What follows belongs to an exercise in optimizing a design on an open flow for small area and a short achievable clock period; a production flow would make more cautious choices.
No run shown here included a check of the RTL's function; only the layout flow was run.
Power figures rest on the tool's default switching activity, not on a simulated workload.

==> design.v <==
module halfAdder ( a ,b ,sum ,carry );
output sum ;
output carry ;
input a ;
input b ;
assign  sum = a ^ b ;  
assign  carry = a & b;
endmodule
module fullAdder (input a ,b ,cin ,
output sum ,carry );
assign  sum = a ^ b ^ cin;  
assign  carry = (a&b) | (b&cin) | (cin&a);
endmodule
module fullAdderF (input a ,b ,cin ,
output sum ,carry );
wire t;
g_xor2 x0 (a, b, t);
g_xor2 x1 (t, cin, sum);
g_maj3 m0 (a, b, cin, carry);
endmodule
module adder4( a ,b ,cin, sum ,carry );
output [3:0] sum ;
output carry ;
input [3:0] a ;
input [3:0] b ;
input cin;
wire [2:0]s;
fullAdder u0 (a[0],b[0],1'b0,sum[0],s[0]);
fullAdder u1 (a[1],b[1],s[0],sum[1],s[1]);
fullAdder u2 (a[2],b[2],s[1],sum[2],s[2]);
fullAdder u3 (a[3],b[3],s[2],sum[3],carry);
endmodule
module alpha_adder16(a,b,cin,sum,carry );
output [15:0] sum ;
output carry ;
input [15:0] a ;
input [15:0] b ;
input cin;
wire [2:0]c;
adder4 a0 (a[3:0],b[3:0],0,sum[3:0],c[0]);
adder4 a1 (a[7:4],b[7:4],c[0],sum[7:4],c[1]);
adder4 a2 (a[11:8],b[11:8],c[1],sum[11:8],c[2]);
adder4 a3 (a[15:12],b[15:12],c[2],sum[15:12],carry);
endmodule
`timescale 1ns / 1ps
module reg_in(clk,in,out);
input clk;
input [7:0]in;
output reg [7:0]out;
always@(posedge clk)
begin
	out<=in;
end
endmodule
module PPG(X,Y,p00,p01,p02,p03,p04,p05,p06,p07,p10,p11,p12,p13,p14,p15,p16,p17,p20,p21,p22,p23,p24,p25,
          p26,p27,p30,p31,p32,p33,p34,p35,p36,p37,p40,p41,p42,p43,p44,p45,p46,p47,p50,p51,p52,p53,
          p54,p55,p56,p57,p60,p61,p62,p63,p64,p65,p66,p67,p70,p71,p72,p73,p74,p75,p76,p77);
      input [7:0] X;
      input [7:0] Y;
		output p00,p01,p02,p03,p04,p05,p06,p07,p10,p11,p12,p13,p14,p15,p16,p17,p20,p21,p22,p23,p24,p25,
           p26,p27,p30,p31,p32,p33,p34,p35,p36,p37,p40,p41,p42,p43,p44,p45,p46,p47,p50,p51,p52,p53,
           p54,p55,p56,p57,p60,p61,p62,p63,p64,p65,p66,p67,p70,p71,p72,p73,p74,p75,p76,p77;
	 assign     p10 = X[1] & Y[0];
    assign     p20 = X[2] & Y[0];
    assign     p30 = X[3] & Y[0];
    assign     p40 = X[4] & Y[0];
    assign     p50 = X[5] & Y[0];
    assign     p60 = X[6] & Y[0];
    assign     p70 = X[7] & Y[0];
    assign     p01 = X[0] & Y[1];
    assign     p11 = X[1] & Y[1];
    assign     p21 = X[2] & Y[1];
    assign     p31 = X[3] & Y[1];
    assign     p41 = X[4] & Y[1];
    assign     p51 = X[5] & Y[1];
    assign     p61 = X[6] & Y[1];
    assign     p71 = X[7] & Y[1];
    assign     p00 = X[0] & Y[0];
    assign     p02 = X[0] & Y[2];
    assign     p12 = X[1] & Y[2];
    assign     p22 = X[2] & Y[2];
    assign     p32 = X[3] & Y[2];
    assign     p42 = X[4] & Y[2];
    assign     p52 = X[5] & Y[2];
    assign     p62 = X[6] & Y[2];
    assign     p72 = X[7] & Y[2];
    assign     p03 = X[0] & Y[3];
    assign     p13 = X[1] & Y[3];
    assign     p23 = X[2] & Y[3];
    assign     p33 = X[3] & Y[3];
    assign     p43 = X[4] & Y[3];
    assign     p53 = X[5] & Y[3];
    assign     p63 = X[6] & Y[3];
    assign     p73 = X[7] & Y[3];
    assign     p04 = X[0] & Y[4];
    assign     p14 = X[1] & Y[4];
    assign     p24 = X[2] & Y[4];
    assign     p34 = X[3] & Y[4];
    assign     p44 = X[4] & Y[4];
    assign     p54 = X[5] & Y[4];
    assign     p64 = X[6] & Y[4];
    assign     p74 = X[7] & Y[4];
    assign     p05 = X[0] & Y[5];
    assign     p15 = X[1] & Y[5];
    assign     p25 = X[2] & Y[5];
    assign     p35 = X[3] & Y[5];
    assign     p45 = X[4] & Y[5];
    assign     p55 = X[5] & Y[5];
    assign     p65 = X[6] & Y[5];
    assign     p75 = X[7] & Y[5];
    assign     p06 = X[0] & Y[6];
    assign     p16 = X[1] & Y[6];
    assign     p26 = X[2] & Y[6];
    assign     p36 = X[3] & Y[6];
    assign     p46 = X[4] & Y[6];
    assign     p56 = X[5] & Y[6];
    assign     p66 = X[6] & Y[6];
    assign     p76 = X[7] & Y[6];
    assign     p07 = X[0] & Y[7];
    assign     p17 = X[1] & Y[7];
    assign     p27 = X[2] & Y[7];
    assign     p37 = X[3] & Y[7];
    assign     p47 = X[4] & Y[7];
    assign     p57 = X[5] & Y[7];
    assign     p67 = X[6] & Y[7];
    assign     p77 = X[7] & Y[7];
endmodule
module PPR(p00,p01,p02,p03,p04,p05,p06,p07,p10,p11,p12,p13,p14,p15,p16,p17,p20,p21,p22,p23,p24,p25,
          p26,p27,p30,p31,p32,p33,p34,p35,p36,p37,p40,p41,p42,p43,p44,p45,p46,p47,p50,p51,p52,p53,
          p54,p55,p56,p57,p60,p61,p62,p63,p64,p65,p66,p67,p70,p71,p72,p73,p74,p75,p76,p77,row1,row2);
input     p00,p01,p02,p03,p04,p05,p06,p07,p10,p11,p12,p13,p14,p15,p16,p17,p20,p21,p22,p23,p24,p25,
          p26,p27,p30,p31,p32,p33,p34,p35,p36,p37,p40,p41,p42,p43,p44,p45,p46,p47,p50,p51,p52,p53,
          p54,p55,p56,p57,p60,p61,p62,p63,p64,p65,p66,p67,p70,p71,p72,p73,p74,p75,p76,p77;
	 output [15:0] row1;
    output [15:0] row2;	 
     wire  [42:1] s;
     wire  [42:1] c;
 	  halfAdder  h1(p60,p51,s[1],c[1]);
     fullAdder  h2(p70,p61,p52,s[2],c[2]);
     halfAdder  h3(p43,p34,s[3],c[3]);
     fullAdder  h4(p62,p53,p44,s[4],c[4]);
     halfAdder  h5(p26,p35,s[5],c[5]);
     fullAdder  h6(p36,p45,p54,s[6],c[6]);
    halfAdder  h7(p31,p40,s[7],c[7]);
    halfAdder  h8(p14,p23,s[8],c[8]);
    fullAdder  h9(p32,p50,p41,s[9],c[9]);
    fullAdder  h10(p06,p15,p24,s[10],c[10]);
    fullAdder  h11(p33,p42,s[1],s[11],c[11]);
    fullAdder  h12(p07,p16,p25,s[12],c[12]);    
    fullAdder  h13(s[2],s[3],c[1],s[13],c[13]);
    fullAdder  h14(p71,p17,s[5],s[14],c[14]);
    fullAdder  h15(c[2],s[4],c[3],s[15],c[15]);
    fullAdder  h16(p63,p27,p72 ,s[16],c[16]);
    fullAdder  h17(s[6],c[4], c[5],s[17],c[17]);
    fullAdder  h18(p55,p64,p73,s[18],c[18]);
    fullAdder  h19(p37,p46,c[6],s[19],c[19]);
    fullAdder  h20(p56,p65,p74,s[20],c[20]);
    halfAdder  h21(p21,p30,s[21],c[21]);
    fullAdder  h22(p13,p22,s[7],s[22],c[22]);
    fullAdder  h23(s[8],s[9],c[7],s[23],c[23]);
    fullAdder  h24(s[11],c[8],c[9],s[24],c[24]);
    fullAdder  h25(s[13],c[10],c[11],s[25],c[25]);
    fullAdder  h26(s[15],c[12],c[13],s[26],c[26]);
    fullAdder  h27(s[17],c[14],c[15],s[27],c[27]);
    fullAdder  h28(s[19],c[16],c[17],s[28],c[28]);
    fullAdder  h29(c[18],c[19],p47,s[29],c[29]);
    fullAdder  h30(p66,p75,c[20],s[30],c[30]);
    halfAdder  h31(p11,p20,s[31],c[31]);
    fullAdder  h32(p03,p12,s[21],s[32],c[32]);
    fullAdder  h33(p04,c[21],s[22],s[33],c[33]);
    fullAdder  h34(p05,s[23],c[22],s[34],c[34]);
    fullAdder  h35(s[10],s[24],c[23],s[35],c[35]);
    fullAdder  h36(s[12],s[25],c[24],s[36],c[36]);
    fullAdder  h37(s[14],s[26],c[25],s[37],c[37]);
    fullAdder  h38(s[16],s[27],c[26],s[38],c[38]);
    fullAdder  h40(s[18],s[28],c[27],s[39],c[39]);
    fullAdder  h41(s[20],s[29],c[28],s[40],c[40]);
    fullAdder  h42(p57,s[30],c[29],s[41],c[41]);
    fullAdder  h43(p67,p76,c[30],s[42],c[42]);
    assign row1[0] = p00;
    assign row1[1] = p01;
    assign row1[2] = p02;
    assign row1[3] = s[32];
    assign row1[4] = s[33];
    assign row1[5] = s[34];
    assign row1[6] = s[35];
    assign row1[7] = s[36];
    assign row1[8] = s[37];
    assign row1[9] = s[38];
    assign row1[10]= s[39];
    assign row1[11]= s[40];
    assign row1[12]= s[41];
    assign row1[13]= s[42];
    assign row1[14]= p77;
    assign row1[15]= 0;
    assign row2[0] = 0;
    assign row2[1] = p10;
    assign row2[2] = s[31];
    assign row2[3] = c[31];
    assign row2[4] = c[32];
    assign row2[5] = c[33];
    assign row2[6] = c[34];
    assign row2[7] = c[35];
    assign row2[8] = c[36];
    assign row2[9] = c[37];
    assign row2[10]= c[38];
    assign row2[11]= c[39];
    assign row2[12]= c[40];
    assign row2[13]= c[41];
    assign row2[14]= c[42];
    assign row2[15]= 0;
endmodule
`timescale 1ns / 1ps
module MAC(clk, reset, X, Y, reg_Pro);
  input clk, reset;
  input [7:0] X;
  input [7:0] Y;
  output reg [15:0] reg_Pro;
  wire p00_d = X[0] & Y[0];
  wire p01_d = X[0] & Y[1];
  wire p02_d = X[0] & Y[2];
  wire p03_d = X[0] & Y[3];
  wire p04_d = X[0] & Y[4];
  wire p05_d = X[0] & Y[5];
  wire p06_d = X[0] & Y[6];
  wire p07_d = X[0] & Y[7];
  wire p10_d = X[1] & Y[0];
  wire p11_d = X[1] & Y[1];
  wire p12_d = X[1] & Y[2];
  wire p13_d = X[1] & Y[3];
  wire p14_d = X[1] & Y[4];
  wire p15_d = X[1] & Y[5];
  wire p16_d = X[1] & Y[6];
  wire p17_d = X[1] & Y[7];
  wire p20_d = X[2] & Y[0];
  wire p21_d = X[2] & Y[1];
  wire p22_d = X[2] & Y[2];
  wire p23_d = X[2] & Y[3];
  wire p24_d = X[2] & Y[4];
  wire p25_d = X[2] & Y[5];
  wire p26_d = X[2] & Y[6];
  wire p27_d = X[2] & Y[7];
  wire p30_d = X[3] & Y[0];
  wire p31_d = X[3] & Y[1];
  wire p32_d = X[3] & Y[2];
  wire p33_d = X[3] & Y[3];
  wire p34_d = X[3] & Y[4];
  wire p35_d = X[3] & Y[5];
  wire p36_d = X[3] & Y[6];
  wire p37_d = X[3] & Y[7];
  wire p40_d = X[4] & Y[0];
  wire p41_d = X[4] & Y[1];
  wire p42_d = X[4] & Y[2];
  wire p43_d = X[4] & Y[3];
  wire p44_d = X[4] & Y[4];
  wire p45_d = X[4] & Y[5];
  wire p46_d = X[4] & Y[6];
  wire p47_d = X[4] & Y[7];
  wire p50_d = X[5] & Y[0];
  wire p51_d = X[5] & Y[1];
  wire p52_d = X[5] & Y[2];
  wire p53_d = X[5] & Y[3];
  wire p54_d = X[5] & Y[4];
  wire p55_d = X[5] & Y[5];
  wire p56_d = X[5] & Y[6];
  wire p57_d = X[5] & Y[7];
  wire p60_d = X[6] & Y[0];
  wire p61_d = X[6] & Y[1];
  wire p62_d = X[6] & Y[2];
  wire p63_d = X[6] & Y[3];
  wire p64_d = X[6] & Y[4];
  wire p65_d = X[6] & Y[5];
  wire p66_d = X[6] & Y[6];
  wire p67_d = X[6] & Y[7];
  wire p70_d = X[7] & Y[0];
  wire p71_d = X[7] & Y[1];
  wire p72_d = X[7] & Y[2];
  wire p73_d = X[7] & Y[3];
  wire p74_d = X[7] & Y[4];
  wire p75_d = X[7] & Y[5];
  wire p76_d = X[7] & Y[6];
  wire p77_d = X[7] & Y[7];
  wire s1_d, c1_d;
  halfAdder u_s1(p60_d, p51_d, s1_d, c1_d);
  wire s2_d, c2_d;
  fullAdderF h2(p70_d, p61_d, p52_d, s2_d, c2_d);
  wire s3_d, c3_d;
  halfAdder u_s3(p43_d, p34_d, s3_d, c3_d);
  wire s4_d, c4_d;
  fullAdderF h4(p62_d, p53_d, p44_d, s4_d, c4_d);
  wire s5_d, c5_d;
  halfAdder u_s5(p26_d, p35_d, s5_d, c5_d);
  wire s6_d, c6_d;
  fullAdderF h6(p36_d, p45_d, p54_d, s6_d, c6_d);
  wire s7_d, c7_d;
  halfAdder u_s7(p31_d, p40_d, s7_d, c7_d);
  wire s8_d, c8_d;
  halfAdder u_s8(p14_d, p23_d, s8_d, c8_d);
  wire s9_d, c9_d;
  fullAdder h9(p32_d, p50_d, p41_d, s9_d, c9_d);
  wire s10_d, c10_d;
  fullAdder h10(p06_d, p15_d, p24_d, s10_d, c10_d);
  wire s11_d, c11_d;
  fullAdderF h11(p33_d, p42_d, s1_d, s11_d, c11_d);
  wire s12_d, c12_d;
  fullAdder h12(p07_d, p16_d, p25_d, s12_d, c12_d);
  wire s13_d, c13_d;
  fullAdderF h13(c1_d, s3_d, s2_d, s13_d, c13_d);
  wire s14_d, c14_d;
  fullAdderF h14(p71_d, p17_d, s5_d, s14_d, c14_d);
  wire s15_d, c15_d;
  fullAdderF h15(c3_d, c2_d, s4_d, s15_d, c15_d);
  wire s16_d, c16_d;
  fullAdder h16(p63_d, p27_d, p72_d, s16_d, c16_d);
  wire s17_d, c17_d;
  fullAdderF h17(c5_d, c4_d, s6_d, s17_d, c17_d);
  wire s18_d, c18_d;
  fullAdder h18(p55_d, p64_d, p73_d, s18_d, c18_d);
  wire s19_d, c19_d;
  fullAdderF h19(p37_d, p46_d, c6_d, s19_d, c19_d);
  wire s20_d, c20_d;
  fullAdder h20(p56_d, p65_d, p74_d, s20_d, c20_d);
  wire s21_d, c21_d;
  halfAdder u_s21(p21_d, p30_d, s21_d, c21_d);
  wire s22_d, c22_d;
  fullAdder h22(p13_d, p22_d, s7_d, s22_d, c22_d);
  wire s23_d, c23_d;
  fullAdder h23(s8_d, s9_d, c7_d, s23_d, c23_d);
  wire s24_d, c24_d;
  fullAdderF h24(c8_d, c9_d, s11_d, s24_d, c24_d);
  wire s25_d, c25_d;
  fullAdderF h25(c10_d, c11_d, s13_d, s25_d, c25_d);
  wire s26_d, c26_d;
  fullAdderF h26(c12_d, c13_d, s15_d, s26_d, c26_d);
  wire s27_d, c27_d;
  fullAdderF h27(c14_d, c15_d, s17_d, s27_d, c27_d);
  wire s28_d, c28_d;
  fullAdderF h28(c16_d, s19_d, c17_d, s28_d, c28_d);
  wire s29_d, c29_d;
  fullAdderF h29(p47_d, c18_d, c19_d, s29_d, c29_d);
  wire s30_d, c30_d;
  fullAdder h30(p66_d, p75_d, c20_d, s30_d, c30_d);
  wire s31_d, c31_d;
  halfAdder u_s31(p11_d, p20_d, s31_d, c31_d);
  wire s32_d, c32_d;
  fullAdder h32(p03_d, p12_d, s21_d, s32_d, c32_d);
  wire s33_d, c33_d;
  fullAdder h33(p04_d, c21_d, s22_d, s33_d, c33_d);
  wire s34_d, c34_d;
  fullAdderF h34(p05_d, c22_d, s23_d, s34_d, c34_d);
  wire s35_d, c35_d;
  fullAdderF h35(s10_d, c23_d, s24_d, s35_d, c35_d);
  wire s36_d, c36_d;
  fullAdderF h36(s12_d, c24_d, s25_d, s36_d, c36_d);
  wire s37_d, c37_d;
  fullAdderF h37(s14_d, c25_d, s26_d, s37_d, c37_d);
  wire s38_d, c38_d;
  fullAdderF h38(s16_d, c26_d, s27_d, s38_d, c38_d);
  wire s39_d, c39_d;
  fullAdderF h40(s18_d, c27_d, s28_d, s39_d, c39_d);
  wire s40_d, c40_d;
  fullAdderF h41(s20_d, s29_d, c28_d, s40_d, c40_d);
  wire s41_d, c41_d;
  fullAdderF h42(p57_d, s30_d, c29_d, s41_d, c41_d);
  wire s42_d, c42_d;
  fullAdderF h43(p67_d, p76_d, c30_d, s42_d, c42_d);
  wire [3:0] a0_d = {s32_d,p02_d,p01_d,p00_d} + {c31_d,s31_d,p10_d,1'b0};
  reg c32_q, s33_q, c33_q, s34_q, c34_q, s35_q, c35_q, s36_q, c36_q, s37_q, c37_q, s38_q, c38_q, s39_q, c39_q, s40_q, c40_q, s41_q, c41_q, s42_q, c42_q, p77_q;
  reg [3:0] a0_q;
  always @(posedge clk) begin
    c32_q <= c32_d;
    s33_q <= s33_d;
    c33_q <= c33_d;
    s34_q <= s34_d;
    c34_q <= c34_d;
    s35_q <= s35_d;
    c35_q <= c35_d;
    s36_q <= s36_d;
    c36_q <= c36_d;
    s37_q <= s37_d;
    c37_q <= c37_d;
    s38_q <= s38_d;
    c38_q <= c38_d;
    s39_q <= s39_d;
    c39_q <= c39_d;
    s40_q <= s40_d;
    c40_q <= c40_d;
    s41_q <= s41_d;
    c41_q <= c41_d;
    s42_q <= s42_d;
    c42_q <= c42_d;
    p77_q <= p77_d;
    a0_q <= a0_d;
  end
  wire c32 = c32_q;
  wire s33 = s33_q;
  wire c33 = c33_q;
  wire s34 = s34_q;
  wire c34 = c34_q;
  wire s35 = s35_q;
  wire c35 = c35_q;
  wire s36 = s36_q;
  wire c36 = c36_q;
  wire s37 = s37_q;
  wire c37 = c37_q;
  wire s38 = s38_q;
  wire c38 = c38_q;
  wire s39 = s39_q;
  wire c39 = c39_q;
  wire s40 = s40_q;
  wire c40 = c40_q;
  wire s41 = s41_q;
  wire c41 = c41_q;
  wire s42 = s42_q;
  wire c42 = c42_q;
  wire p77 = p77_q;
  wire [15:4] row1 = {1'b0,p77,s42,s41,s40,s39,s38,s37,s36,s35,s34,s33};
  wire [15:4] row2 = {1'b0,c42,c41,c40,c39,c38,c37,c36,c35,c34,c33,c32};
  wire d1 = ({1'b0, row1[7:4]} + {1'b0, row2[7:4]}) > 5'd15;
  wire d2 = ({1'b0, row1[11:8]} + {1'b0, row2[11:8]}) > 5'd15;
  wire [15:4] cs_s, cs_c;
  fullAdder u_cs4(reg_Pro[4], row2[4], row1[4], cs_s[4], cs_c[4]);
  fullAdder u_cs5(reg_Pro[5], row2[5], row1[5], cs_s[5], cs_c[5]);
  fullAdder u_cs6(reg_Pro[6], row2[6], row1[6], cs_s[6], cs_c[6]);
  fullAdder u_cs7(reg_Pro[7], row2[7], row1[7], cs_s[7], cs_c[7]);
  fullAdder u_cs8(reg_Pro[8], row2[8], row1[8], cs_s[8], cs_c[8]);
  fullAdder u_cs9(reg_Pro[9], row2[9], row1[9], cs_s[9], cs_c[9]);
  fullAdder u_cs10(reg_Pro[10], row1[10], row2[10], cs_s[10], cs_c[10]);
  fullAdder u_cs11(reg_Pro[11], row1[11], row2[11], cs_s[11], cs_c[11]);
  fullAdder u_cs12(reg_Pro[12], row1[12], row2[12], cs_s[12], cs_c[12]);
  fullAdder u_cs13(reg_Pro[13], row1[13], row2[13], cs_s[13], cs_c[13]);
  fullAdder u_cs14(reg_Pro[14], row1[14], row2[14], cs_s[14], cs_c[14]);
  assign cs_s[15] = reg_Pro[15];
  assign cs_c[15] = 1'b0;
  wire gv1 = cs_c[7] & ~d1;
  wire pv1 = cs_c[7] | ~d1;
  wire gv2 = cs_c[11] & ~d2;
  wire pv2 = cs_c[11] | ~d2;
  wire hg0, hp0;
  halfAdder u_gp0(reg_Pro[0], a0_q[0], hp0, hg0);
  wire hg1, hp1;
  halfAdder u_gp1(reg_Pro[1], a0_q[1], hp1, hg1);
  wire hg2, hp2;
  halfAdder u_gp2(reg_Pro[2], a0_q[2], hp2, hg2);
  wire hg3, hp3;
  halfAdder u_gp3(reg_Pro[3], a0_q[3], hp3, hg3);
  wire hg5, hp5;
  halfAdder u_gp5(cs_s[5], cs_c[4], hp5, hg5);
  wire hg6, hp6;
  halfAdder u_gp6(cs_s[6], cs_c[5], hp6, hg6);
  wire hg7, hp7;
  halfAdder u_gp7(cs_s[7], cs_c[6], hp7, hg7);
  wire hg9, hp9;
  halfAdder u_gp9(cs_s[9], cs_c[8], hp9, hg9);
  wire hg10, hp10;
  halfAdder u_gp10(cs_s[10], cs_c[9], hp10, hg10);
  wire hg11, hp11;
  halfAdder u_gp11(cs_s[11], cs_c[10], hp11, hg11);
  wire hg13, hp13;
  halfAdder u_gp13(cs_s[13], cs_c[12], hp13, hg13);
  wire hg14, hp14;
  halfAdder u_gp14(cs_s[14], cs_c[13], hp14, hg14);
  wire hg15, hp15;
  halfAdder u_gp15(cs_s[15], cs_c[14], hp15, hg15);
  wire w1;
  g_a21oi u_w1(hp1, hg0, hg1, w1);
  wire w2;
  g_inv u_w2(w1, w2);
  wire w3;
  g_a21oi u_w3(hp2, w2, hg2, w3);
  wire w4;
  g_inv u_w4(w3, w4);
  wire w5;
  g_a21oi u_w5(hp3, w4, hg3, w5);
  wire w6;
  g_nand2 u_w6(hp5, cs_s[4], w6);
  wire w7;
  g_a21oi u_w7(hp6, hg5, hg6, w7);
  wire w8;
  g_inv u_w8(w6, w8);
  wire w9;
  g_nand2 u_w9(hp6, w8, w9);
  wire w10;
  g_a21oi u_w10(hp7, hg6, hg7, w10);
  wire w11;
  g_nand2 u_w11(hp7, hp6, w11);
  wire w12;
  g_inv u_w12(hg5, w12);
  wire w13;
  g_o21ai u_w13(w11, w12, w10, w13);
  wire w14;
  g_nor2 u_w14(w11, w6, w14);
  wire w15;
  g_a21oi u_w15(pv1, w13, gv1, w15);
  wire w16;
  g_nand2 u_w16(pv1, w14, w16);
  wire w17;
  g_nand2 u_w17(hp9, cs_s[8], w17);
  wire w18;
  g_a21oi u_w18(hp10, hg9, hg10, w18);
  wire w19;
  g_inv u_w19(w17, w19);
  wire w20;
  g_nand2 u_w20(hp10, w19, w20);
  wire w21;
  g_a21oi u_w21(hp11, hg10, hg11, w21);
  wire w22;
  g_nand2 u_w22(hp11, hp10, w22);
  wire w23;
  g_inv u_w23(hg9, w23);
  wire w24;
  g_o21ai u_w24(w22, w23, w21, w24);
  wire w25;
  g_nor2 u_w25(w22, w17, w25);
  wire w26;
  g_a21oi u_w26(pv2, w24, gv2, w26);
  wire w27;
  g_nand2 u_w27(pv2, w25, w27);
  wire w28;
  g_nand2 u_w28(hp13, cs_s[12], w28);
  wire w29;
  g_a21oi u_w29(hp14, hg13, hg14, w29);
  wire w30;
  g_inv u_w30(w28, w30);
  wire w31;
  g_nand2 u_w31(hp14, w30, w31);
  wire w32;
  g_o21ai u_w32(w16, w5, w15, w32);
  wire w33;
  g_o21ai u_w33(w27, w15, w26, w33);
  wire w34;
  g_nor2 u_w34(w27, w16, w34);
  wire w35;
  g_inv u_w35(w5, w35);
  wire w36;
  g_a21oi u_w36(w34, w35, w33, w36);
  wire w37;
  g_nand2 u_w37(cs_s[4], w35, w37);
  wire w38;
  g_a21oi u_w38(w8, w35, hg5, w38);
  wire w39;
  g_o21ai u_w39(w9, w5, w7, w39);
  wire w40;
  g_nand2 u_w40(cs_s[8], w32, w40);
  wire w41;
  g_a21oi u_w41(w19, w32, hg9, w41);
  wire w42;
  g_inv u_w42(w32, w42);
  wire w43;
  g_o21ai u_w43(w20, w42, w18, w43);
  wire w44;
  g_inv u_w44(w36, w44);
  wire w45;
  g_nand2 u_w45(cs_s[12], w44, w45);
  wire w46;
  g_a21oi u_w46(w30, w44, hg13, w46);
  wire w47;
  g_o21ai u_w47(w31, w36, w29, w47);
  wire [15:0] nxt;
  wire w48;
  g_inv u_w48(hp0, w48);
  g_nor2 u_rst0(w48, reset, nxt[0]);
  wire w49;
  g_xnor2 u_w49(hp1, hg0, w49);
  g_nor2 u_rst1(w49, reset, nxt[1]);
  wire w50;
  g_xnor2 u_w50(hp2, w2, w50);
  g_nor2 u_rst2(w50, reset, nxt[2]);
  wire w51;
  g_xnor2 u_w51(hp3, w4, w51);
  g_nor2 u_rst3(w51, reset, nxt[3]);
  wire w52;
  g_xnor2 u_w52(cs_s[4], w35, w52);
  g_nor2 u_rst4(w52, reset, nxt[4]);
  wire w53;
  g_xor2 u_w53(hp5, w37, w53);
  g_nor2 u_rst5(w53, reset, nxt[5]);
  wire w54;
  g_xor2 u_w54(hp6, w38, w54);
  g_nor2 u_rst6(w54, reset, nxt[6]);
  wire w55;
  g_xnor2 u_w55(hp7, w39, w55);
  g_nor2 u_rst7(w55, reset, nxt[7]);
  wire w56;
  g_xnor2 u_w56(cs_s[8], w32, w56);
  g_nor2 u_rst8(w56, reset, nxt[8]);
  wire w57;
  g_xor2 u_w57(hp9, w40, w57);
  g_nor2 u_rst9(w57, reset, nxt[9]);
  wire w58;
  g_xor2 u_w58(hp10, w41, w58);
  g_nor2 u_rst10(w58, reset, nxt[10]);
  wire w59;
  g_xnor2 u_w59(hp11, w43, w59);
  g_nor2 u_rst11(w59, reset, nxt[11]);
  wire w60;
  g_xnor2 u_w60(cs_s[12], w44, w60);
  g_nor2 u_rst12(w60, reset, nxt[12]);
  wire w61;
  g_xor2 u_w61(hp13, w45, w61);
  g_nor2 u_rst13(w61, reset, nxt[13]);
  wire w62;
  g_xor2 u_w62(hp14, w46, w62);
  g_nor2 u_rst14(w62, reset, nxt[14]);
  wire w63;
  g_xnor2 u_w63(hp15, w47, w63);
  g_nor2 u_rst15(w63, reset, nxt[15]);
  always @(posedge clk) reg_Pro <= nxt;
endmodule
module g_inv (input a, output y);
  assign y = ~a;
endmodule
module g_nand2 (input a, b, output y);
  assign y = ~(a & b);
endmodule
module g_nor2 (input a, b, output y);
  assign y = ~(a | b);
endmodule
module g_xor2 (input a, b, output y);
  assign y = a ^ b;
endmodule
module g_xnor2 (input a, b, output y);
  assign y = ~(a ^ b);
endmodule
module g_a21oi (input a1, a2, b1, output y);
  assign y = ~((a1 & a2) | b1);
endmodule
module g_o21ai (input a1, a2, b1, output y);
  assign y = ~((a1 | a2) & b1);
endmodule
module g_or2 (input a, b, output y);
  assign y = a | b;
endmodule
module g_maj3 (input a, b, c, output y);
  assign y = (a & b) | (b & c) | (c & a);
endmodule
==> flow/run.sh <==
#!/bin/bash
# The standard layout (standard.sh), with the port buffers that placement inserts
# made the smallest buffer; repair_timing upsizes those on critical paths.
set -euo pipefail
bash standard.sh "BUFFER_PORTS_ARGS=-buffer_cell sky130_fd_sc_hd__buf_1" finish > standard_flow.log 2>&1
==> standard.sh <==
#!/bin/bash
# synth_recipe.tcl (not shown) runs the flow's synth.tcl, then flattens the netlist and writes it again
# the make line also repeats each setting of config.mk as NAME=value (left out here)
make -C /OpenROAD-flow-scripts/flow DESIGN_CONFIG=/design/flow/config.mk WORK_HOME=/design/flow/orfs CLKGATE_MAP_FILE= SYNTH_SCRIPT=/design/flow/synth_recipe.tcl "${@:-finish}"
==> config.mk <==
export PLATFORM = sky130hd
export DESIGN_NAME = MAC
export DESIGN_NICKNAME = MAC
export VERILOG_FILES = /design/flow/design.v
export SDC_FILE = /design/flow/constraint.sdc
export NUM_CORES = 4
export LEC_CHECK = 0
export CAP_MARGIN = 20
export CORE_MARGIN = 2
export CORE_UTILIZATION = 40
export SETUP_SLACK_MARGIN = 2.85
export SLEW_MARGIN = 20
export SYNTH_HIERARCHICAL = 1
export SYNTH_MINIMUM_KEEP_SIZE = 0
==> constraint.sdc <==
create_clock -name core_clock -period 5.5 [get_ports {clk}]
set_input_delay 1.1000 -clock core_clock [delete_from_list [all_inputs] [get_ports {clk}]]
set_output_delay 1.1000 -clock core_clock [all_outputs]
set_load 0.01 [all_outputs]
==> impl_metrics.toml, run 1 <==
[critical_path]
worstPathArrival_ns = 2.79
r2r_setup_slack_ns = 3.12
crit_fanout = 8
cp_data_required_time_ns = 5.68
worstSetupPathType = "in -> reg"
r2r_start = "reg_Pro[7]"
critPathCapture = "c36_q"
worst-r2r-cell-count = 11
crit_start = "X[5]"
crit_path_start_kind = "primary input"
worstSetupEndpointType = "register"
r2r_end = "reg_Pro[14]"

[floorplanning]
io_pins = 34
die_area_sq_um = 9000
core_sq_um = 8090
initial_core_util_pct = 40.8
core.rowCount = 33
die_w_microns = 94.9
die_y_microns = 94.9

[global_route]
globalRouteOverflowTotal = 0
grt_start_max_net_pins = 17
antenna_found_initial = 0
grt_pass1_wl_microns = 10100
grt_pass1_vias = 2161
grt.total_usage_pct = 14.4

[sta]
fin_crit_sh_pct = 47.4
finalMaxSlewViolations = 0
fmax_mhz = 384
fin_setup_tns_ns = 0
rsz0062_at_grt = "true"
setup_slack_ns = 2.89
setup_viol = 0
fin_crit_ns = 2.61
slew_headroom_pct = 51.5
tightestPinTransition_ns = 0.728
hold_viol = 0
fin_skew_ns = 0.00276

[clock_network]
clock_latency_ns = 0.29
cts-root-buf = "clkbuf_8"
ctsLongestPathBuffers = 2
cts_buffers = 5
ctsHtreeMaxLevel = 2
clk_pin_slew_ns = 0.08
postCtsHoldBufs = 0
cts_sinks = 42
tritoncts = "done"

[synth]
synth_top_area_share_pct = 25.5
ys.flop_type = "dfxtp_1"
post-synth-top-area-cell = "dfxtp_1"
synth_common_cells = "and2_1 (63), xor2_1 (55), dfxtp_1 (42), ha_1 (27), fa_1 (25)"
synth.distinct_cells = 17
ys_ff_latch = 42
syn_avg_cell_area_sq_um = 10.2
synth.most_common_cell = "and2_1"
ys_async_sr_fraction_pct = 0
syn_inst = 323
syn-num-nets = 393
synth.cell_area_sq_um = 3300
synth-edff-count = 0
yosysWarnings = 7
ys_top_cells_by_area = "dfxtp_1 (25%), fa_1 (15%), xor2_1 (15%)"
yosysSeqAreaShare_pct = 25.5

[routing]
drt_iter0_drc = 35
drtAntennaViolNets = 0
first_pass_iters = 4
wire_per_inst_microns = 12.6
num_vias = 2155
drt_wl_total_microns = 5910
drc = 0
viasPerCell = 4.58

[cells_and_area]
fin_area_sq_um = 3720
diodes = 0
largest_register_ffs = 16
drive_gt1_share_pct = 18.0
nets = 435
reg_top3 = "reg_Pro: 16 flops, a0_q: 4 flops"
stdcell_count = 471
largest-register = "reg_Pro"
fillers = 827
post-route-util_pct = 46.0
area_delta_synth_final_pct = 12.8

[place]
dp_slack_ns = 2.42
dp_cells = 460
hpwlAfterDp_microns = 5000
portBuffers = 33
placed_area_sq_um = 3550
gp_congestion = 0.801

[power_and_ir_drop]
p_per_area_nw_per_um2 = 470
ir_drop_uv = 141
leakagePower_nw = 1.74

[flow_run]
cap_violations = 0

[min_path]
min_from = "a0_q[0]"
worstHoldPathType = "reg -> reg"

[status]
status = "timing/DRC/antenna clean"
where the power goes:
group	internal (mW)	switching (mW)	total [mW]
Sequential	0.410	0.0736	0.483
Combinational	0.467	0.563	1.03
Clock	0.135	0.103	0.239
final cells by class:
cell class | instances | area, sq um | area share (%)
Sequential cell | 42 | 841 | 22.6
Timing Repair Buffer | 36 | 165 | 4.44
Multi-Input combinational cell | 266 | 2420 | 65.1
Inverter | 14 | 52.6 | 1.41
Clock buffer | 6 | 72.6 | 1.95
Clock inverter | 2 | 37.5 | 1.01
Tap cell | 105 | 131 | 3.53
how the worst min path moves through the flow:
| stage | to | slack, ns | cells past startpoint |
|---|---|---|---|
| floorplan | reg_Pro[0] | 0.52 | 3 |
| global placement | reg_Pro[0] | 0.54 | 3 |
| detailed placement | reg_Pro[0] | 0.55 | 3 |
| CTS | reg_Pro[0] | 0.56 | 3 |
| global route | reg_Pro[0] | 0.64 | 3 |
| finish | reg_Pro[0] | 0.55 | 3 |
what timing repair did:
action / CTS / global route
setup buffers: 0 / 3
pin swaps: 0 / 8
endpoints found under the setup margin: 9 / 13
resized for setup: 7 / 11
worst max-delay path, stage by stage:
cell,delay [ns]
buf_2,0.15
and2_1,0.17
ha_1,0.31
maj3_2,0.35
xor2_2,0.20
xor2_2,0.19
maj3_2,0.30
Yosys stat by module (local to each module, per instance), a selection:
module	flops+latches	times used	cell area, sq um
g_nand2	0	13	3.75
g_xor2	0	54	8.76
halfAdder	0	20	12.5
g_inv	0	11	3.75
g_o21ai	0	7	5.00
g_xnor2	0	9	8.76
g_maj3	0	24	11.3
stage by stage:
stage | power, mW | hold WS (ns)
5_1_grt | 1.94 | 0.645
6_report | 1.75 | 0.552
3_5_place_dp | 1.51 | 0.546
4_1_cts | 1.76 | 0.564
3_3_place_gp | 1.49 | 0.539
2_1_floorplan | 1.32 | 0.519
logic make-up (layout without fill, tap and decap cells):
logic type / after synthesis / after routing / share of synthesized area, %
adder cells (fa/ha/maj): 76 / 76 / 33.6
AO/OA/AOI/OAI: 25 / 25 / 5.53
XOR/XNOR: 65 / 65 / 17.2
AND/OR/NAND/NOR: 100 / 100 / 16.4
buffers and inverters: 15 / 58 / 1.82
flip-flops: 42 / 42 / 25.5
per-layer routing:
metal  track usage [%]  part of all wire (%)  up-vias
met1              19.4                    49      996
met4              4.95                   1.2        0
met3              1.60                   2.6        6
met2              23.9                    47       34
li1                  -                     -     1119
met5                 0                     0        -
placed cells by master (no fill, tap or decap), types with 2 or more instances in the layout:
cell / netlist / layout
xnor2_1: 10 / 10
nand3_1: 2 / 2
fa_1: 25 / 25
a21oi_1: 2 / 2
a21o_1: 2 / 2
clkbuf_2: 0 / 5
o21ai_1: 7 / 7
xor2_2: 0 / 2
and3_1: 2 / 2
buf_2: 0 / 7
nor2_1: 19 / 19
buf_4: 1 / 3
buf_1: 0 / 20
ha_1: 27 / 27
nand2_1: 14 / 14
and2_4: 0 / 3
and2_1: 63 / 60
xor2_1: 55 / 53
dfxtp_1: 42 / 42
clkbuf_8: 0 / 5
maj3_2: 24 / 24
a21oi_2: 14 / 14
inv_1: 14 / 14
==> run 2: changes to the inputs <==
--- a/design.v
+++ b/design.v
@@ -416,8 +416,12 @@
   wire p77 = p77_q;
   wire [15:4] row1 = {1'b0,p77,s42,s41,s40,s39,s38,s37,s36,s35,s34,s33};
   wire [15:4] row2 = {1'b0,c42,c41,c40,c39,c38,c37,c36,c35,c34,c33,c32};
-  wire d1 = ({1'b0, row1[7:4]} + {1'b0, row2[7:4]}) > 5'd15;
-  wire d2 = ({1'b0, row1[11:8]} + {1'b0, row2[11:8]}) > 5'd15;
+  wire [3:0] dg1 = row1[7:4] & row2[7:4];
+  wire [3:0] dt1 = row1[7:4] | row2[7:4];
+  wire d1 = dg1[3] | (dt1[3] & dg1[2]) | (dt1[3] & dt1[2] & dg1[1]) | (dt1[3] & dt1[2] & dt1[1] & dg1[0]);
+  wire [3:0] dg2 = row1[11:8] & row2[11:8];
+  wire [3:0] dt2 = row1[11:8] | row2[11:8];
+  wire d2 = dg2[3] | (dt2[3] & dg2[2]) | (dt2[3] & dt2[2] & dg2[1]) | (dt2[3] & dt2[2] & dt2[1] & dg2[0]);
   wire [15:4] cs_s, cs_c;
   fullAdder u_cs4(reg_Pro[4], row2[4], row1[4], cs_s[4], cs_c[4]);
   fullAdder u_cs5(reg_Pro[5], row2[5], row1[5], cs_s[5], cs_c[5]);
==> run 2 against run 1 <==
  * Sequential share of layout area is 0.084 points higher
  * Sequential power is 3% higher
  * Combinational power hardly changed
  * Synthesized area hardly changed
  * Routed wire length is 2.8% higher
  * Flip-flop and latch count stayed put
  * Via count is 3.6% higher
  * Utilization is 0.17 points lower
  * Critical path depth is 1 lower
  * Still clean
  * First-iteration DRC count is 29% higher
  * Critical path type unchanged
==> impl_metrics.toml, run 2 <==
[synth]
synth_common_cells = "and2_1 (64), xor2_1 (55), dfxtp_1 (42), maj3_2 (25), fa_1 (23)"
synth.cell_area_sq_um = 3300
syn_avg_cell_area_sq_um = 10.0
synth.distinct_cells = 27
synth_xor_area_share_pct = 17.2
yosysSeqAreaShare_pct = 25.5
synthSimpleGateAreaFrac_pct = 17.2
synthAdderAreaFrac_pct = 30.4
ys.flop_type = "dfxtp_1"
synth_top_area_share_pct = 25.5
synth.most_common_cell = "and2_1"
yosysWarnings = 7
ys_ff_latch = 42
synthMuxAreaShare_pct = 0
post-synth-top-area-cell = "dfxtp_1"
ys_async_sr_fraction_pct = 0
ys_top_cells_by_area = "dfxtp_1 (25%), xor2_1 (15%), fa_1 (14%)"
syn-num-nets = 391
synth_top_family_by_area = "adder cells"
synth_compound_area_share_pct = 7.73
synth-edff-count = 0
syn_inst = 329

[place]
dp_cells = 466
hpwlAfterDp_microns = 5060
gp_congestion = 0.770
placed_area_sq_um = 3560
portBuffers = 33

[sta]
hold_viol = 0
slew_headroom_pct = 53.4
fin_skew_ns = 0.0116
fmax_mhz = 388
setup_viol = 0
fin_crit_ns = 2.58
rsz0062_at_grt = "false"
fin_crit_sh_pct = 46.9
finalMaxSlewViolations = 0
fin_setup_tns_ns = 0
tightestPinTransition_ns = 0.699

[floorplanning]
die_y_microns = 94.9
die_w_microns = 94.9
core.rowCount = 33
initial_core_util_pct = 40.8
core_sq_um = 8090
io_pins = 34
die_area_sq_um = 9000

[clock_network]
ctsLongestPathBuffers = 2
clock_latency_ns = 0.30
cts_buffers = 5
clk_pin_slew_ns = 0.08
ctsHtreeMaxLevel = 2
cts-root-buf = "clkbuf_8"
tritoncts = "done"
cts_sinks = 42

[critical_path]
r2r_setup_slack_ns = 3.02
cp_data_required_time_ns = 5.69
worstSetupPathType = "in -> reg"
worstSetupEndpointType = "register"
crit_fanout = 8
crit_path_start_kind = "primary input"
worstPathArrival_ns = 2.77
worst-r2r-cell-count = 10
r2r_end = "reg_Pro[11]"
r2r_start = "c34_q"

[global_route]
grt_start_max_net_pins = 17
grt.total_usage_pct = 15.1
antenna_found_initial = 0
globalRouteOverflowTotal = 0
grt_pass1_vias = 2271
grt_pass1_wl_microns = 10600

[min_path]
min_from = "a0_q[0]"
whs_path_depth = 3
hold_end = "reg_Pro[0]"
worstHoldPathType = "reg -> reg"

[status]
status = "timing/DRC/antenna clean"

[cells_and_area]
layout_common_cells = "and2_1 (58), xor2_1 (55), dfxtp_1 (42), maj3_2 (25), fa_1 (23)"
stdcell_count = 476
area_delta_synth_final_pct = 12.3
diodes = 0
largest-register = "reg_Pro"
largest_register_ffs = 16
fin_area_sq_um = 3710
final_common_cell = "and2_1"
reg_top3 = "reg_Pro: 16 flops, a0_q: 4 flops"
nets = 432
fillers = 860
drive_gt1_share_pct = 19.4

[routing]
drtAntennaViolNets = 0
drc = 0
first_pass_iters = 4
drt_iter0_drc = 45
wire_per_inst_microns = 12.8
viasPerCell = 4.69
drt_wl_total_microns = 6080
num_vias = 2233

[power_and_ir_drop]
p_per_area_nw_per_um2 = 479
ir_drop_uv = 141
leakagePower_nw = 1.69

[flow_run]
cap_violations = 0
## run 2: metrics by stage
step	util (%)	total power [mW]	hold slack (ns)	setup WS, ns
2_1_floorplan	-	1.34	0.519	2.85
4_1_cts	45.5	1.80	0.560	2.86
6_report	45.8	1.78	0.549	2.92
3_3_place_gp	43.9	1.51	0.535	2.43
3_5_place_dp	43.9	1.54	0.538	2.42
5_1_grt	45.8	1.97	0.595	2.83
## run 2: cells by family after synthesis
logic type                 after synthesis
and+or+nand+nor                        103
adders and majority gates               69
xor gates and xnor gates                65
DFF                                     42
AOI/OAI and AO/OA                       34
buffers and inverters                   16
## run 2: cell type report
type	count	area, sq um	area share (%)
Clock inverter	3	45.0	1.21
Inverter	15	56.3	1.52
Multi-Input combinational cell	271	2410	65.1
Sequential cell	42	841	22.7
Tap cell	105	131	3.54
Clock buffer	5	68.8	1.85
Timing Repair Buffer	35	154	4.15
## run 2: per-layer routing
metal / share of wire, % / GRT usage, % / wire length [microns]
met3: 2.8 / 2.15 / 170
met2: 48 / 25.7 / 2900
met1: 48 / 19.9 / 2930
met4: 1.3 / 4.35 / 80
met5: 0 / 0 / 0
## run 2: how the worst max path moves through the flow
stage               from     to  cells after the start
detailed placement  Y[5]  c40_q                      7
CTS                 Y[3]  s39_q                      8
global placement    Y[5]  c40_q                      7
global route        Y[4]  s37_q                      8
floorplan           X[4]  c34_q                      4
finish              X[5]  c41_q                      6
## run 2: Yosys stat by module, one instance, submodules excluded, excerpt
| module | cells inside | cell area (sq um) |
|---|---|---|
| g_nand2 | 1 | 3.75 |
| g_maj3 | 1 | 11.3 |
| halfAdder | 1 | 12.5 |
| g_nor2 | 1 | 3.75 |
| fullAdder | 1 | 20.0 |
| g_inv | 1 | 3.75 |
| g_xnor2 | 1 | 8.76 |
| g_o21ai | 1 | 5.00 |
## run 2: what timing repair did
item	4_1_cts	5_1_grt
pin swaps	0	5
setup endpoints to repair	7	13
resized for setup	8	9
endpoints found under the hold margin	0	0
hold buffers	0	0
gates cloned	0	0
buffers inserted	0	2
## run 2: worst max-delay path, stage by stage
cell and delay [ns]:
buf_2 0.15, and2_1 0.20, maj3_2 0.33, maj3_2 0.33, maj3_2 0.35, maj3_2 0.31
## run 2: where the power goes
| group | leakage, nW | internal [mW] | switching, mW |
|---|---|---|---|
| Combinational | 1.29 | 0.467 | 0.567 |
| Sequential | 0.351 | 0.410 | 0.0864 |
| Clock | 0.0504 | 0.135 | 0.112 |
| Total | 1.69 | 1.01 | 0.765 |
==> run 3: changes to the inputs <==
--- a/design.v
+++ b/design.v
@@ -283,15 +283,15 @@
   wire s1_d, c1_d;
   halfAdder u_s1(p60_d, p51_d, s1_d, c1_d);
   wire s2_d, c2_d;
-  fullAdderF h2(p70_d, p61_d, p52_d, s2_d, c2_d);
+  fullAdder h2(p70_d, p61_d, p52_d, s2_d, c2_d);
   wire s3_d, c3_d;
   halfAdder u_s3(p43_d, p34_d, s3_d, c3_d);
   wire s4_d, c4_d;
-  fullAdderF h4(p62_d, p53_d, p44_d, s4_d, c4_d);
+  fullAdder h4(p62_d, p53_d, p44_d, s4_d, c4_d);
   wire s5_d, c5_d;
   halfAdder u_s5(p26_d, p35_d, s5_d, c5_d);
   wire s6_d, c6_d;
-  fullAdderF h6(p36_d, p45_d, p54_d, s6_d, c6_d);
+  fullAdder h6(p36_d, p45_d, p54_d, s6_d, c6_d);
   wire s7_d, c7_d;
   halfAdder u_s7(p31_d, p40_d, s7_d, c7_d);
   wire s8_d, c8_d;
@@ -301,13 +301,13 @@
   wire s10_d, c10_d;
   fullAdder h10(p06_d, p15_d, p24_d, s10_d, c10_d);
   wire s11_d, c11_d;
-  fullAdderF h11(p33_d, p42_d, s1_d, s11_d, c11_d);
+  fullAdder h11(p33_d, p42_d, s1_d, s11_d, c11_d);
   wire s12_d, c12_d;
   fullAdder h12(p07_d, p16_d, p25_d, s12_d, c12_d);
   wire s13_d, c13_d;
   fullAdderF h13(c1_d, s3_d, s2_d, s13_d, c13_d);
   wire s14_d, c14_d;
-  fullAdderF h14(p71_d, p17_d, s5_d, s14_d, c14_d);
+  fullAdder h14(p71_d, p17_d, s5_d, s14_d, c14_d);
   wire s15_d, c15_d;
   fullAdderF h15(c3_d, c2_d, s4_d, s15_d, c15_d);
   wire s16_d, c16_d;
@@ -347,7 +347,7 @@
   wire s33_d, c33_d;
   fullAdder h33(p04_d, c21_d, s22_d, s33_d, c33_d);
   wire s34_d, c34_d;
-  fullAdderF h34(p05_d, c22_d, s23_d, s34_d, c34_d);
+  fullAdder h34(p05_d, s23_d, c22_d, s34_d, c34_d);
   wire s35_d, c35_d;
   fullAdderF h35(s10_d, c23_d, s24_d, s35_d, c35_d);
   wire s36_d, c36_d;
@@ -363,7 +363,7 @@
   wire s41_d, c41_d;
   fullAdderF h42(p57_d, s30_d, c29_d, s41_d, c41_d);
   wire s42_d, c42_d;
-  fullAdderF h43(p67_d, p76_d, c30_d, s42_d, c42_d);
+  fullAdder h43(p67_d, p76_d, c30_d, s42_d, c42_d);
   wire [3:0] a0_d = {s32_d,p02_d,p01_d,p00_d} + {c31_d,s31_d,p10_d,1'b0};
   reg c32_q, s33_q, c33_q, s34_q, c34_q, s35_q, c35_q, s36_q, c36_q, s37_q, c37_q, s38_q, c38_q, s39_q, c39_q, s40_q, c40_q, s41_q, c41_q, s42_q, c42_q, p77_q;
   reg [3:0] a0_q;
@@ -416,12 +416,8 @@
   wire p77 = p77_q;
   wire [15:4] row1 = {1'b0,p77,s42,s41,s40,s39,s38,s37,s36,s35,s34,s33};
   wire [15:4] row2 = {1'b0,c42,c41,c40,c39,c38,c37,c36,c35,c34,c33,c32};
-  wire [3:0] dg1 = row1[7:4] & row2[7:4];
-  wire [3:0] dt1 = row1[7:4] | row2[7:4];
-  wire d1 = dg1[3] | (dt1[3] & dg1[2]) | (dt1[3] & dt1[2] & dg1[1]) | (dt1[3] & dt1[2] & dt1[1] & dg1[0]);
-  wire [3:0] dg2 = row1[11:8] & row2[11:8];
-  wire [3:0] dt2 = row1[11:8] | row2[11:8];
-  wire d2 = dg2[3] | (dt2[3] & dg2[2]) | (dt2[3] & dt2[2] & dg2[1]) | (dt2[3] & dt2[2] & dt2[1] & dg2[0]);
+  wire d1 = ({1'b0, row1[7:4]} + {1'b0, row2[7:4]}) > 5'd15;
+  wire d2 = ({1'b0, row1[11:8]} + {1'b0, row2[11:8]}) > 5'd15;
   wire [15:4] cs_s, cs_c;
   fullAdder u_cs4(reg_Pro[4], row2[4], row1[4], cs_s[4], cs_c[4]);
   fullAdder u_cs5(reg_Pro[5], row2[5], row1[5], cs_s[5], cs_c[5]);
==> run 3 against run 2 <==
  * Final area rose by 3.4%
  * Hold slack improved by 0.015 ns
  * Critical path depth fell by 1
  * Sequential power fell by 2%
  * Synthesized cell count fell by 6.1%
  * Routed wire length fell by 4.9%
  * Fmax fell by 3.1%
  * Global-route usage fell by 0.33 points
  * Highest routed layer unchanged
  * First-iteration DRC count fell by 16%
  * Die area fell by 1.8%
  * Power fell by 1.4%
  * Synthesized area fell by 1.9%
  * Still clean
==> impl_metrics.toml, run 3 <==
[routing]
first_pass_iters = 4
viasPerCell = 4.52
num_vias = 2071
drt_wl_total_microns = 5780
drt_iter0_drc = 38
drc = 0
wire_per_inst_microns = 12.6
drtAntennaViolNets = 0

[cells_and_area]
drive_gt1_share_pct = 22.8
layout_common_cells = "and2_1 (52), dfxtp_1 (42), xor2_1 (35), fa_1 (27), ha_1 (26)"
nets = 432
final_common_cell = "and2_1"
area_delta_synth_final_pct = 18.4
fin_area_sq_um = 3840
diodes = 0
largest-register = "reg_Pro"
reg_top3 = "reg_Pro: 16 flops, a0_q: 4 flops"
fillers = 745
largest_register_ffs = 16

[global_route]
grt.total_usage_pct = 14.8
grt_start_max_net_pins = 17
busiest_layer = "met2"
grt_pass1_wl_microns = 10100
globalRouteOverflowTotal = 0
grtUsageMet3_pct = 1.77
antenna_found_initial = 0
grt_pass1_vias = 2168
grtUsageMet2_pct = 24.3
use_met1_pct = 20.5

[synth]
syn_inst = 309
yosysWarnings = 7
syn-num-nets = 386
synth-edff-count = 0
synth.distinct_cells = 17
post-synth-top-area-cell = "dfxtp_1"
synth_top_area_share_pct = 25.9
syn_avg_cell_area_sq_um = 10.5
ys_top_cells_by_area = "dfxtp_1 (26%), fa_1 (20%), and2_1 (12%)"
ys.flop_type = "dfxtp_1"
ys_async_sr_fraction_pct = 0
synth_common_cells = "and2_1 (63), dfxtp_1 (42), xor2_1 (41), fa_1 (32), ha_1 (27)"
yosysSeqAreaShare_pct = 25.9
synth.most_common_cell = "and2_1"
synth.cell_area_sq_um = 3240
ys_ff_latch = 42

[critical_path]
crit_path_start_kind = "primary input"
r2r_setup_slack_ns = 3.11
worstPathArrival_ns = 2.90
crit_fanout = 6
cp_data_required_time_ns = 5.73
worstSetupEndpointType = "register"
worstSetupPathType = "in -> reg"

[power_and_ir_drop]
ir_drop_uv = 161
p_per_area_nw_per_um2 = 457
leakagePower_nw = 1.75

[place]
placed_area_sq_um = 3520
gp_congestion = 0.810
portBuffers = 33
hpwlAfterDp_microns = 4820

[flow_run]
cap_violations = 0

[sta]
setup_viol = 0
fin_setup_tns_ns = 0
hold_viol = 0
finalMaxSlewViolations = 0
fin_skew_ns = 0.00427
fin_crit_sh_pct = 48.4
fmax_mhz = 375
rsz0062_at_grt = "true"
slew_headroom_pct = 54.4
tightestPinTransition_ns = 0.683
fin_crit_ns = 2.66

[floorplanning]
die_w_microns = 94.0
core.rowCount = 32
die_y_microns = 94.0
die_area_sq_um = 8840
core_sq_um = 7810
io_pins = 34
initial_core_util_pct = 41.5

[clock_network]
cts_buffers = 5
clk_pin_slew_ns = 0.08
cts-root-buf = "clkbuf_8"
ctsLongestPathBuffers = 2
cts_sinks = 42
tritoncts = "done"
postCtsHoldBufs = 0
clock_latency_ns = 0.29
ctsHtreeMaxLevel = 2

[status]
status = "timing/DRC/antenna clean"

[min_path]
worstHoldPathType = "reg -> reg"
run 3: changes by cell type after synthesis, sizes merged, moves of 2 or more:
cell,change
o21ai,-2
ha,+6
maj3,-8
fa,+9
and3,+2
xor2,-14
a21oi,-2
a21o,+2
run 3: logic make-up (layout without fill, tap and decap cells):
group,count (synthesis),in the layout,share of synthesized area [%]
compound gates,25,25,5.64
buf+inv,15,62,1.85
fa+ha+maj,76,76,36.1
xor+xnor,51,51,13.8
flops,42,42,25.9
simple gates,100,100,16.7
run 3: power breakdown:
part           internal (mW)  switching (mW)
Combinational          0.475           0.553
Sequential             0.410          0.0763
Clock                  0.135           0.103
Total                   1.02           0.732
run 3: layout make-up:
class,count,area (sq um),share of cell area (%)
multi-input combinational,252,2440,63.5
tap,102,128,3.33
clock buffer,6,72.6,1.89
inverter,14,52.6,1.37
clock inverter,2,37.5,0.978
timing repair buffer,40,269,7.01
sequential,42,841,21.9
run 3: stage by stage:
stage                     utilization, %  std cells  setup WS, ns  hold slack (ns)  total power, mW
after floorplan                        -        309          2.71            0.519             1.31
after global placement              45.0        443          2.34            0.541             1.48
after detailed placement            45.0        443          2.33            0.547             1.50
after CTS                           48.2        456          2.85            0.567             1.77
after global routing                49.2        458          2.81            0.625             1.94
final                               49.2        458          2.84            0.563             1.75
run 3: worst paths after layout:
check              from          end  cells after the start
max reg2reg  reg_Pro[7]  reg_Pro[14]                     11
min             a0_q[0]   reg_Pro[0]                      3
max                X[4]        s34_q                      5
min reg2reg     a0_q[0]   reg_Pro[0]                      3
run 3: modules after synthesis, one instance, submodules excluded, excerpt:
module,cells,times used
fullAdder,1,29
g_inv,1,11
g_a21oi,1,14
g_nor2,1,19
g_nand2,1,13
g_o21ai,1,7
g_xor2,1,40
halfAdder,1,20
g_xnor2,1,9
MAC,130,1
g_maj3,1,17
run 3: metal layers:
layer	routed length [microns]	vias to the layer above
li1	-	1070
met3	140	4
met4	62	0
met5	0	-
met2	2710	33
met1	2870	964
run 3: what timing repair did:
item,CTS,global route
resized for setup,39,13
buffers inserted,5,2
pin swaps,9,8
setup endpoints to repair,15,9
run 3: worst max-delay path: stages:
cell and delay (ns):
buf_8 0.11, and2_4 0.15, fa_1 0.56, fa_1 0.45
fa_2 0.53

==> re-timing with driven ports <==
Ports are ideal in the flow. The routed layouts listed here were re-timed in OpenROAD. Step 1: set_driving_cell puts a clkbuf_16 on clk and a buf_2 on each other input, an assumption about the parent block. Step 2 also shifts input and output timing later by t, the mid clock arrival at the registers, as if the neighbouring blocks saw the same clock. Slacks: ideal / step 1 / step 2; pairs: ideal / step 1.
run | t (ns) | setup slack, ns | latest minus earliest clock arrival (ns) | worst register clock-pin slew, ns
run 1 | 0.315 | 2.894 / 2.903 / 2.589 | 0.003 / 0.003 | 0.08 / 0.08
run 2 | 0.323 | 2.919 / 2.926 / 2.603 | 0.012 / 0.011 | 0.09 / 0.09
run 3 | 0.309 | 2.836 / 2.824 / 2.515 | 0.005 / 0.004 | 0.08 / 0.08
After both steps every run listed still meets setup and hold. For run 3, which loses most, drivers alone change the setup slack by -0.012 ns; drivers and shift together by -0.321 ns.
